Background: an optimization exercise with open tools, aiming at small area, a short achievable clock period and few clock cycles per item. Do not read the settings as production practice.
Where RTL was checked, it was by simulation tests only, not by an equivalence proof against the original.

==> flow/design.v <==
module cordic (
    input  wire               clk,
    input  wire               rst_n,
    input  wire               start,
    input  wire signed [15:0] angle_in,
    output wire signed [15:0] cos_out,
    output wire signed [15:0] sin_out,
    output reg                done
);
    localparam signed [15:0] K = 16'sd9949;
    reg signed [15:0] x, y, z;
    reg [3:0] cnt;       
    reg [3:0] cntb;      
    reg px;              
    reg busy;
    wire [15:0] atan_i =
          ({16{cnt == 4'd1}} & 16'h1DAC) | ({16{cnt == 4'd2}} & 16'h0FAE)
        | ({16{cnt == 4'd3}} & 16'h07F5) | ({16{cnt == 4'd4}} & 16'h03FF)
        | ({16{cnt == 4'd5}} & 16'h0200) | ({16{cnt == 4'd6}} & 16'h0100)
        | ({16{cnt == 4'd7}} & 16'h0080) | ({16{cnt == 4'd8}} & 16'h0040)
        | ({16{cnt == 4'd9}} & 16'h0020) | ({16{cnt == 4'd10}} & 16'h0010)
        | ({16{cnt == 4'd11}} & 16'h0008) | ({16{cnt == 4'd12}} & 16'h0004)
        | ({16{cnt == 4'd13}} & 16'h0002) | ({16{cnt == 4'd14}} & 16'h0001);
    wire dz = ~z[15];                        
    wire signed [15:0] yc = y ^ {16{px}};
    wire signed [15:0] xc = x ^ {16{~px}};
    wire signed [15:0] ysh = yc >>> cnt;
    wire signed [15:0] xsh = xc >>> (~cntb);
    wire [15:0] x_n = x + ysh + {15'd0, px};
    wire [15:0] y_n = y + xsh + {15'd0, ~px};
    wire d0 = ~angle_in[15];
    wire [15:0] za = start ? angle_in : z;
    wire [15:0] ata = start ? 16'h3244 : atan_i;
    wire        dza = start ? d0 : dz;
    wire [15:0] z_n = za + (ata ^ {16{dza}}) + {15'd0, dza};
    always @(posedge clk) begin
        if (start) begin
            x   <= K;
            y   <= d0 ? K : -K;
        end else begin
            x   <= x_n;
            y   <= y_n;
        end
        if (start) begin
            cnt  <= 4'd1;
            cntb <= ~4'd1;
        end else begin
            cnt  <= cnt + 4'd1;
            cntb <= cntb - 4'd1;
        end
    end
    always @(posedge clk) begin
        z  <= z_n;
        px <= ~z_n[15];
    end
    wire last = (cnt == 4'd14);
    always @(posedge clk or negedge rst_n) begin
        if (!rst_n) begin
            busy <= 1'b0;
            done <= 1'b0;
        end else begin
            busy <= start | (busy & ~last);
            done <= busy & last;
        end
    end
    assign cos_out = x;
    assign sin_out = y;
endmodule
clock: 7.0 ns
lec_check: 0
abc_area: 1
cap_margin: 20
core_margin: 2
core_utilization: 55
setup_slack_margin: 3.5
slew_margin: 20
run.sh (not shown) runs the stock make flow with config.mk's settings and CLKGATE_MAP_FILE= SYNTH_SCRIPT=/design/flow/synth_recipe.tcl, a recipe that flattens the netlist after the stock synthesis.
Testbench counts at the start, summed over its fixed seeds: cycles 24,008, items 1,600.
Rerun with:
==> flow/design.v (replaced) <==
module cordic (
    input  wire               clk,
    input  wire               rst_n,
    input  wire               start,
    input  wire signed [15:0] angle_in,
    output wire signed [15:0] cos_out,
    output wire signed [15:0] sin_out,
    output reg                done
);
    localparam signed [15:0] K = 16'sd9949;
    reg signed [15:0] x, y, z;
    reg [3:0] cnt;       
    reg [3:0] cntb;      
    reg busy;
    reg [15:0] atan_i;
    always @(*) begin
        case (cnt)
            4'd1:    atan_i = 16'h1DAC;
            4'd2:    atan_i = 16'h0FAE;
            4'd3:    atan_i = 16'h07F5;
            4'd4:    atan_i = 16'h03FF;
            4'd5:    atan_i = 16'h0200;
            4'd6:    atan_i = 16'h0100;
            4'd7:    atan_i = 16'h0080;
            4'd8:    atan_i = 16'h0040;
            4'd9:    atan_i = 16'h0020;
            4'd10:   atan_i = 16'h0010;
            4'd11:   atan_i = 16'h0008;
            4'd12:   atan_i = 16'h0004;
            4'd13:   atan_i = 16'h0002;
            4'd14:   atan_i = 16'h0001;
            default: atan_i = 16'h0000;
        endcase
    end
    wire dz = ~z[15];                        
    wire signed [15:0] ysh = y >>> cnt;
    wire signed [15:0] xsh = x >>> (~cntb);
    wire [15:0] x_n = x + (ysh ^ {16{dz}}) + {15'd0, dz};
    wire [15:0] y_n = y + (xsh ^ {16{~dz}}) + {15'd0, ~dz};
    wire d0 = ~angle_in[15];
    wire [15:0] za = start ? angle_in : z;
    wire [15:0] ata = start ? 16'h3244 : atan_i;
    wire        dza = start ? d0 : dz;
    wire [15:0] z_n = za + (ata ^ {16{dza}}) + {15'd0, dza};
    always @(posedge clk) begin
        if (start) begin
            x   <= K;
            y   <= d0 ? K : -K;
        end else begin
            x   <= x_n;
            y   <= y_n;
        end
        if (start) begin
            cnt  <= 4'd1;
            cntb <= ~4'd1;
        end else begin
            cnt  <= cnt + 4'd1;
            cntb <= cntb - 4'd1;
        end
    end
    always @(posedge clk) z <= z_n;
    wire last = (cnt == 4'd14);
    always @(posedge clk or negedge rst_n) begin
        if (!rst_n) begin
            busy <= 1'b0;
            done <= 1'b0;
        end else begin
            busy <= start | (busy & ~last);
            done <= busy & last;
        end
    end
    assign cos_out = x;
    assign sin_out = y;
endmodule
Effect: The new run passed the timing, DRC and antenna checks; hold slack hardly moves; die area increases by 0.73%; final area increases by 1.4%; register-to-register slack improves by 0.08 ns; non-clock buffer count increases by 7.
Only the layout flow was run in the second run of this note; the RTL was not checked for function there.

========
cordic, a different RTL version from the one above (not shown whole).
For scale: ~1100 cells after synthesis, roughly 71 flip-flops, ~6800 um2 of cells after synthesis.
==> module cordic, before the edit <==
module cordic (
    input  wire               clk,
    input  wire               rst_n,
    input  wire               start,
    input  wire signed [15:0] angle_in,
    output wire signed [15:0] cos_out,
    output wire signed [15:0] sin_out,
    output reg                done
);
    localparam signed [15:0] K = 16'sd9949;
    reg signed [15:0] x, y, z;
    reg [3:0] cnt;       
    reg [3:0] cntb;      
    reg busy;
    reg [15:0] atan_i;
    always @(*) begin
        case (cnt)
            4'd1:    atan_i = 16'h1DAC;
            4'd2:    atan_i = 16'h0FAE;
            4'd3:    atan_i = 16'h07F5;
            4'd4:    atan_i = 16'h03FF;
            4'd5:    atan_i = 16'h0200;
            4'd6:    atan_i = 16'h0100;
            4'd7:    atan_i = 16'h0080;
            4'd8:    atan_i = 16'h0040;
            4'd9:    atan_i = 16'h0020;
            4'd10:   atan_i = 16'h0010;
            4'd11:   atan_i = 16'h0008;
            4'd12:   atan_i = 16'h0004;
            4'd13:   atan_i = 16'h0002;
            4'd14:   atan_i = 16'h0001;
            default: atan_i = 16'h0000;
        endcase
    end
    wire dz = ~z[15];                        
    wire signed [15:0] yc = y ^ {16{dz}};
    wire signed [15:0] xc = x ^ {16{~dz}};
    wire signed [15:0] ysh = yc >>> cnt;
    wire signed [15:0] xsh = xc >>> (~cntb);
    wire [15:0] x_n = x + ysh + {15'd0, dz};
    wire [15:0] y_n = y + xsh + {15'd0, ~dz};
    wire d0 = ~angle_in[15];
    wire [15:0] za = start ? angle_in : z;
    wire [15:0] ata = start ? 16'h3244 : atan_i;
    wire        dza = start ? d0 : dz;
    wire [15:0] z_n = za + (ata ^ {16{dza}}) + {15'd0, dza};
    always @(posedge clk) begin
        if (start) begin
            x   <= K;
            y   <= d0 ? K : -K;
        end else begin
            x   <= x_n;
            y   <= y_n;
        end
        if (start) begin
            cnt  <= 4'd1;
            cntb <= ~4'd1;
        end else begin
            cnt  <= cnt + 4'd1;
            cntb <= cntb - 4'd1;
        end
    end
    always @(posedge clk) z <= z_n;
    wire last = (cnt == 4'd14);
    always @(posedge clk or negedge rst_n) begin
        if (!rst_n) begin
            busy <= 1'b0;
            done <= 1'b0;
        end else begin
            busy <= start | (busy & ~last);
            done <= busy & last;
        end
    end
    assign cos_out = x;
    assign sin_out = y;
endmodule
Settings: LEC_CHECK=0, ABC_AREA=1, CAP_MARGIN=20, CORE_MARGIN=2, CORE_UTILIZATION=55, SETUP_SLACK_MARGIN=3.5, SLEW_MARGIN=20; clock period 7.0 ns.
Next try:
--- a/flow/design.v
+++ b/flow/design.v
@@ -8,12 +8,13 @@
     output reg                done
 );
     localparam signed [15:0] K = 16'sd9949;
     reg signed [15:0] x, y, z;
     reg [3:0] cnt;       
     reg [3:0] cntb;      
+    reg px;              
     reg busy;
     reg [15:0] atan_i;
     always @(*) begin
         case (cnt)
             4'd1:    atan_i = 16'h1DAC;
             4'd2:    atan_i = 16'h0FAE;
@@ -30,18 +31,18 @@
             4'd13:   atan_i = 16'h0002;
             4'd14:   atan_i = 16'h0001;
             default: atan_i = 16'h0000;
         endcase
     end
     wire dz = ~z[15];                        
-    wire signed [15:0] yc = y ^ {16{dz}};
-    wire signed [15:0] xc = x ^ {16{~dz}};
+    wire signed [15:0] yc = y ^ {16{px}};
+    wire signed [15:0] xc = x ^ {16{~px}};
     wire signed [15:0] ysh = yc >>> cnt;
     wire signed [15:0] xsh = xc >>> (~cntb);
-    wire [15:0] x_n = x + ysh + {15'd0, dz};
-    wire [15:0] y_n = y + xsh + {15'd0, ~dz};
+    wire [15:0] x_n = x + ysh + {15'd0, px};
+    wire [15:0] y_n = y + xsh + {15'd0, ~px};
     wire d0 = ~angle_in[15];
     wire [15:0] za = start ? angle_in : z;
     wire [15:0] ata = start ? 16'h3244 : atan_i;
     wire        dza = start ? d0 : dz;
     wire [15:0] z_n = za + (ata ^ {16{dza}}) + {15'd0, dza};
     always @(posedge clk) begin
@@ -57,13 +58,16 @@
             cntb <= ~4'd1;
         end else begin
             cnt  <= cnt + 4'd1;
             cntb <= cntb - 4'd1;
         end
     end
-    always @(posedge clk) z <= z_n;
+    always @(posedge clk) begin
+        z  <= z_n;
+        px <= ~z_n[15];
+    end
     wire last = (cnt == 4'd14);
     always @(posedge clk or negedge rst_n) begin
         if (!rst_n) begin
             busy <= 1'b0;
             done <= 1'b0;
         end else begin
The changed run completed with no timing, DRC or antenna violations.
Register-to-register slack improves by 0.07 ns.
Hold slack hardly moves.
Utilization went down by 0.56 points.
Routed wire length went down by a few percent.
Die area is about the same.
Global-route usage went down by 0.75 points.
Design area went down slightly.
Clock-buffer cell count went down by 1.
Final cell count went up slightly.
Function was not checked in any run of this note: the RTL went through the layout flow alone.

========
cordic with an RTL version that a note above also has.
Size in the first run: roughly 6100 µm² of cells after synthesis.
==> module cordic, before the edit <==
module cordic (
    input  wire               clk,
    input  wire               rst_n,
    input  wire               start,
    input  wire signed [15:0] angle_in,
    output wire signed [15:0] cos_out,
    output wire signed [15:0] sin_out,
    output reg                done
);
    localparam signed [15:0] K = 16'sd9949;
    reg signed [15:0] x, y, z;
    reg [3:0] cnt;       
    reg [3:0] cntb;      
    reg busy;
    reg [15:0] atan_i;
    always @(*) begin
        case (cnt)
            4'd1:    atan_i = 16'h1DAC;
            4'd2:    atan_i = 16'h0FAE;
            4'd3:    atan_i = 16'h07F5;
            4'd4:    atan_i = 16'h03FF;
            4'd5:    atan_i = 16'h0200;
            4'd6:    atan_i = 16'h0100;
            4'd7:    atan_i = 16'h0080;
            4'd8:    atan_i = 16'h0040;
            4'd9:    atan_i = 16'h0020;
            4'd10:   atan_i = 16'h0010;
            4'd11:   atan_i = 16'h0008;
            4'd12:   atan_i = 16'h0004;
            4'd13:   atan_i = 16'h0002;
            4'd14:   atan_i = 16'h0001;
            default: atan_i = 16'h0000;
        endcase
    end
    wire dz = ~z[15];                        
    wire signed [15:0] ysh = y >>> cnt;
    wire signed [15:0] xsh = x >>> (~cntb);
    wire [15:0] x_n = x + (ysh ^ {16{dz}}) + {15'd0, dz};
    wire [15:0] y_n = y + (xsh ^ {16{~dz}}) + {15'd0, ~dz};
    wire d0 = ~angle_in[15];
    wire [15:0] za = start ? angle_in : z;
    wire [15:0] ata = start ? 16'h3244 : atan_i;
    wire        dza = start ? d0 : dz;
    wire [15:0] z_n = za + (ata ^ {16{dza}}) + {15'd0, dza};
    always @(posedge clk) begin
        if (start) begin
            x   <= K;
            y   <= d0 ? K : -K;
        end else begin
            x   <= x_n;
            y   <= y_n;
        end
        if (start) begin
            cnt  <= 4'd1;
            cntb <= ~4'd1;
        end else begin
            cnt  <= cnt + 4'd1;
            cntb <= cntb - 4'd1;
        end
    end
    always @(posedge clk) z <= z_n;
    wire last = (cnt == 4'd14);
    always @(posedge clk or negedge rst_n) begin
        if (!rst_n) begin
            busy <= 1'b0;
            done <= 1'b0;
        end else begin
            busy <= start | (busy & ~last);
            done <= busy & last;
        end
    end
    assign cos_out = x;
    assign sin_out = y;
endmodule
make LEC_CHECK=0 ABC_AREA=1 CAP_MARGIN=20 CORE_MARGIN=2 CORE_UTILIZATION=55 SETUP_SLACK_MARGIN=3.7 SLEW_MARGIN=20 finish   # period 7.0 ns
Then changed:
==> flow/design.v (replaced) <==
module cordic (
    input  wire               clk,
    input  wire               rst_n,
    input  wire               start,
    input  wire signed [15:0] angle_in,
    output wire signed [15:0] cos_out,
    output wire signed [15:0] sin_out,
    output reg                done
);
    localparam signed [15:0] K = 16'sd9949;
    reg signed [15:0] x, y, z;
    reg [3:0] cnt;       
    reg [3:0] cntb;      
    reg px;              
    reg busy;
    wire [15:0] atan_i =
          ({16{cnt == 4'd1}} & 16'h1DAC) | ({16{cnt == 4'd2}} & 16'h0FAE)
        | ({16{cnt == 4'd3}} & 16'h07F5) | ({16{cnt == 4'd4}} & 16'h03FF)
        | ({16{cnt == 4'd5}} & 16'h0200) | ({16{cnt == 4'd6}} & 16'h0100)
        | ({16{cnt == 4'd7}} & 16'h0080) | ({16{cnt == 4'd8}} & 16'h0040)
        | ({16{cnt == 4'd9}} & 16'h0020) | ({16{cnt == 4'd10}} & 16'h0010)
        | ({16{cnt == 4'd11}} & 16'h0008) | ({16{cnt == 4'd12}} & 16'h0004)
        | ({16{cnt == 4'd13}} & 16'h0002) | ({16{cnt == 4'd14}} & 16'h0001);
    wire dz = ~z[15];                        
    wire signed [15:0] yc = y ^ {16{px}};
    wire signed [15:0] xc = x ^ {16{z[15]}};      
    wire signed [15:0] ysh = yc >>> cnt;
    wire signed [15:0] xsh = xc >>> (~cntb);
    wire [15:0] x_n = x + ysh + {15'd0, px};
    wire [15:0] y_n = y + xsh + {15'd0, z[15]};
    wire d0 = ~angle_in[15];
    wire [15:0] za = start ? angle_in : z;
    wire [15:0] ata = start ? 16'h3244 : atan_i;
    wire        dza = start ? d0 : dz;
    wire [15:0] z_n = za + (ata ^ {16{dza}}) + {15'd0, dza};
    always @(posedge clk) begin
        if (start) begin
            x   <= K;
            y   <= d0 ? K : -K;
        end else begin
            x   <= x_n;
            y   <= y_n;
        end
        if (start) begin
            cnt  <= 4'd1;
            cntb <= ~4'd1;
        end else begin
            cnt  <= cnt + 4'd1;
            cntb <= cntb - 4'd1;
        end
    end
    always @(posedge clk) begin
        z  <= z_n;
        px <= ~z_n[15];
    end
    wire last = (cnt == 4'd14);
    always @(posedge clk or negedge rst_n) begin
        if (!rst_n) begin
            busy <= 1'b0;
            done <= 1'b0;
        end else begin
            busy <= start | (busy & ~last);
            done <= busy & last;
        end
    end
    assign cos_out = x;
    assign sin_out = y;
endmodule
The new run passed the timing, DRC and antenna checks.
Global-route usage drops by 0.53 points.
Sequential share of layout area is lower by 2.9 points.
Critical path depth falls by 3.
Worst setup slack is better by 0.042 ns.
Wire length rises by about 1.5%.
Register-to-register slack improves by 0.12 ns.
No run of this note included a check of the RTL's function; only the layout flow was run.

-- port drivers added, routing unchanged --
The flow's constraints put no driver on any port. The routed layouts listed below were extracted and timed again, unchanged, in two steps.
Step 1 sets driving cells, clkbuf_16 on the clock port and buf_2 on the other inputs (assumed; they add their load-dependent delay and slew).
Step 2 times the ports against the registers' clock, not the clock port: input delays grow and output delays shrink by t, the midpoint of the rising clock arrivals with the driver on.
Three values: ideal ports, drivers, drivers and shift; two values: the first two.
run | shift t [ns] | setup slack, ns | worst setup path at the end | clock arrival spread, ns | cell pins on the clock port's net
the first run of note 1 | 0.379 | 3.617 / 3.631 / 3.252 | input to register | 0.015 / 0.016 | 1
the second run of note 1 | 0.406 | 3.578 / 3.595 / 3.188 | input to register | 0.012 / 0.011 | 1
the first run of note 2 | 0.380 | 3.699 / 3.722 / 3.343 | input to register | 0.013 / 0.013 | 1
the second run of note 2 | 0.394 | 3.759 / 3.782 / 3.388 | input to register | 0.009 / 0.008 | 1
the first run of note 3 | 0.407 | 3.682 / 3.661 / 3.254 | input to register | 0.011 / 0.010 | 1
the second run of note 3 | 0.386 | 3.725 / 3.734 / 3.348 | input to register | 0.008 / 0.008 | 1
After both steps setup and hold are still met in every run listed. For the first run of note 3, which loses most, drivers alone change the setup slack by -0.021 ns; drivers and shift together by -0.428 ns.
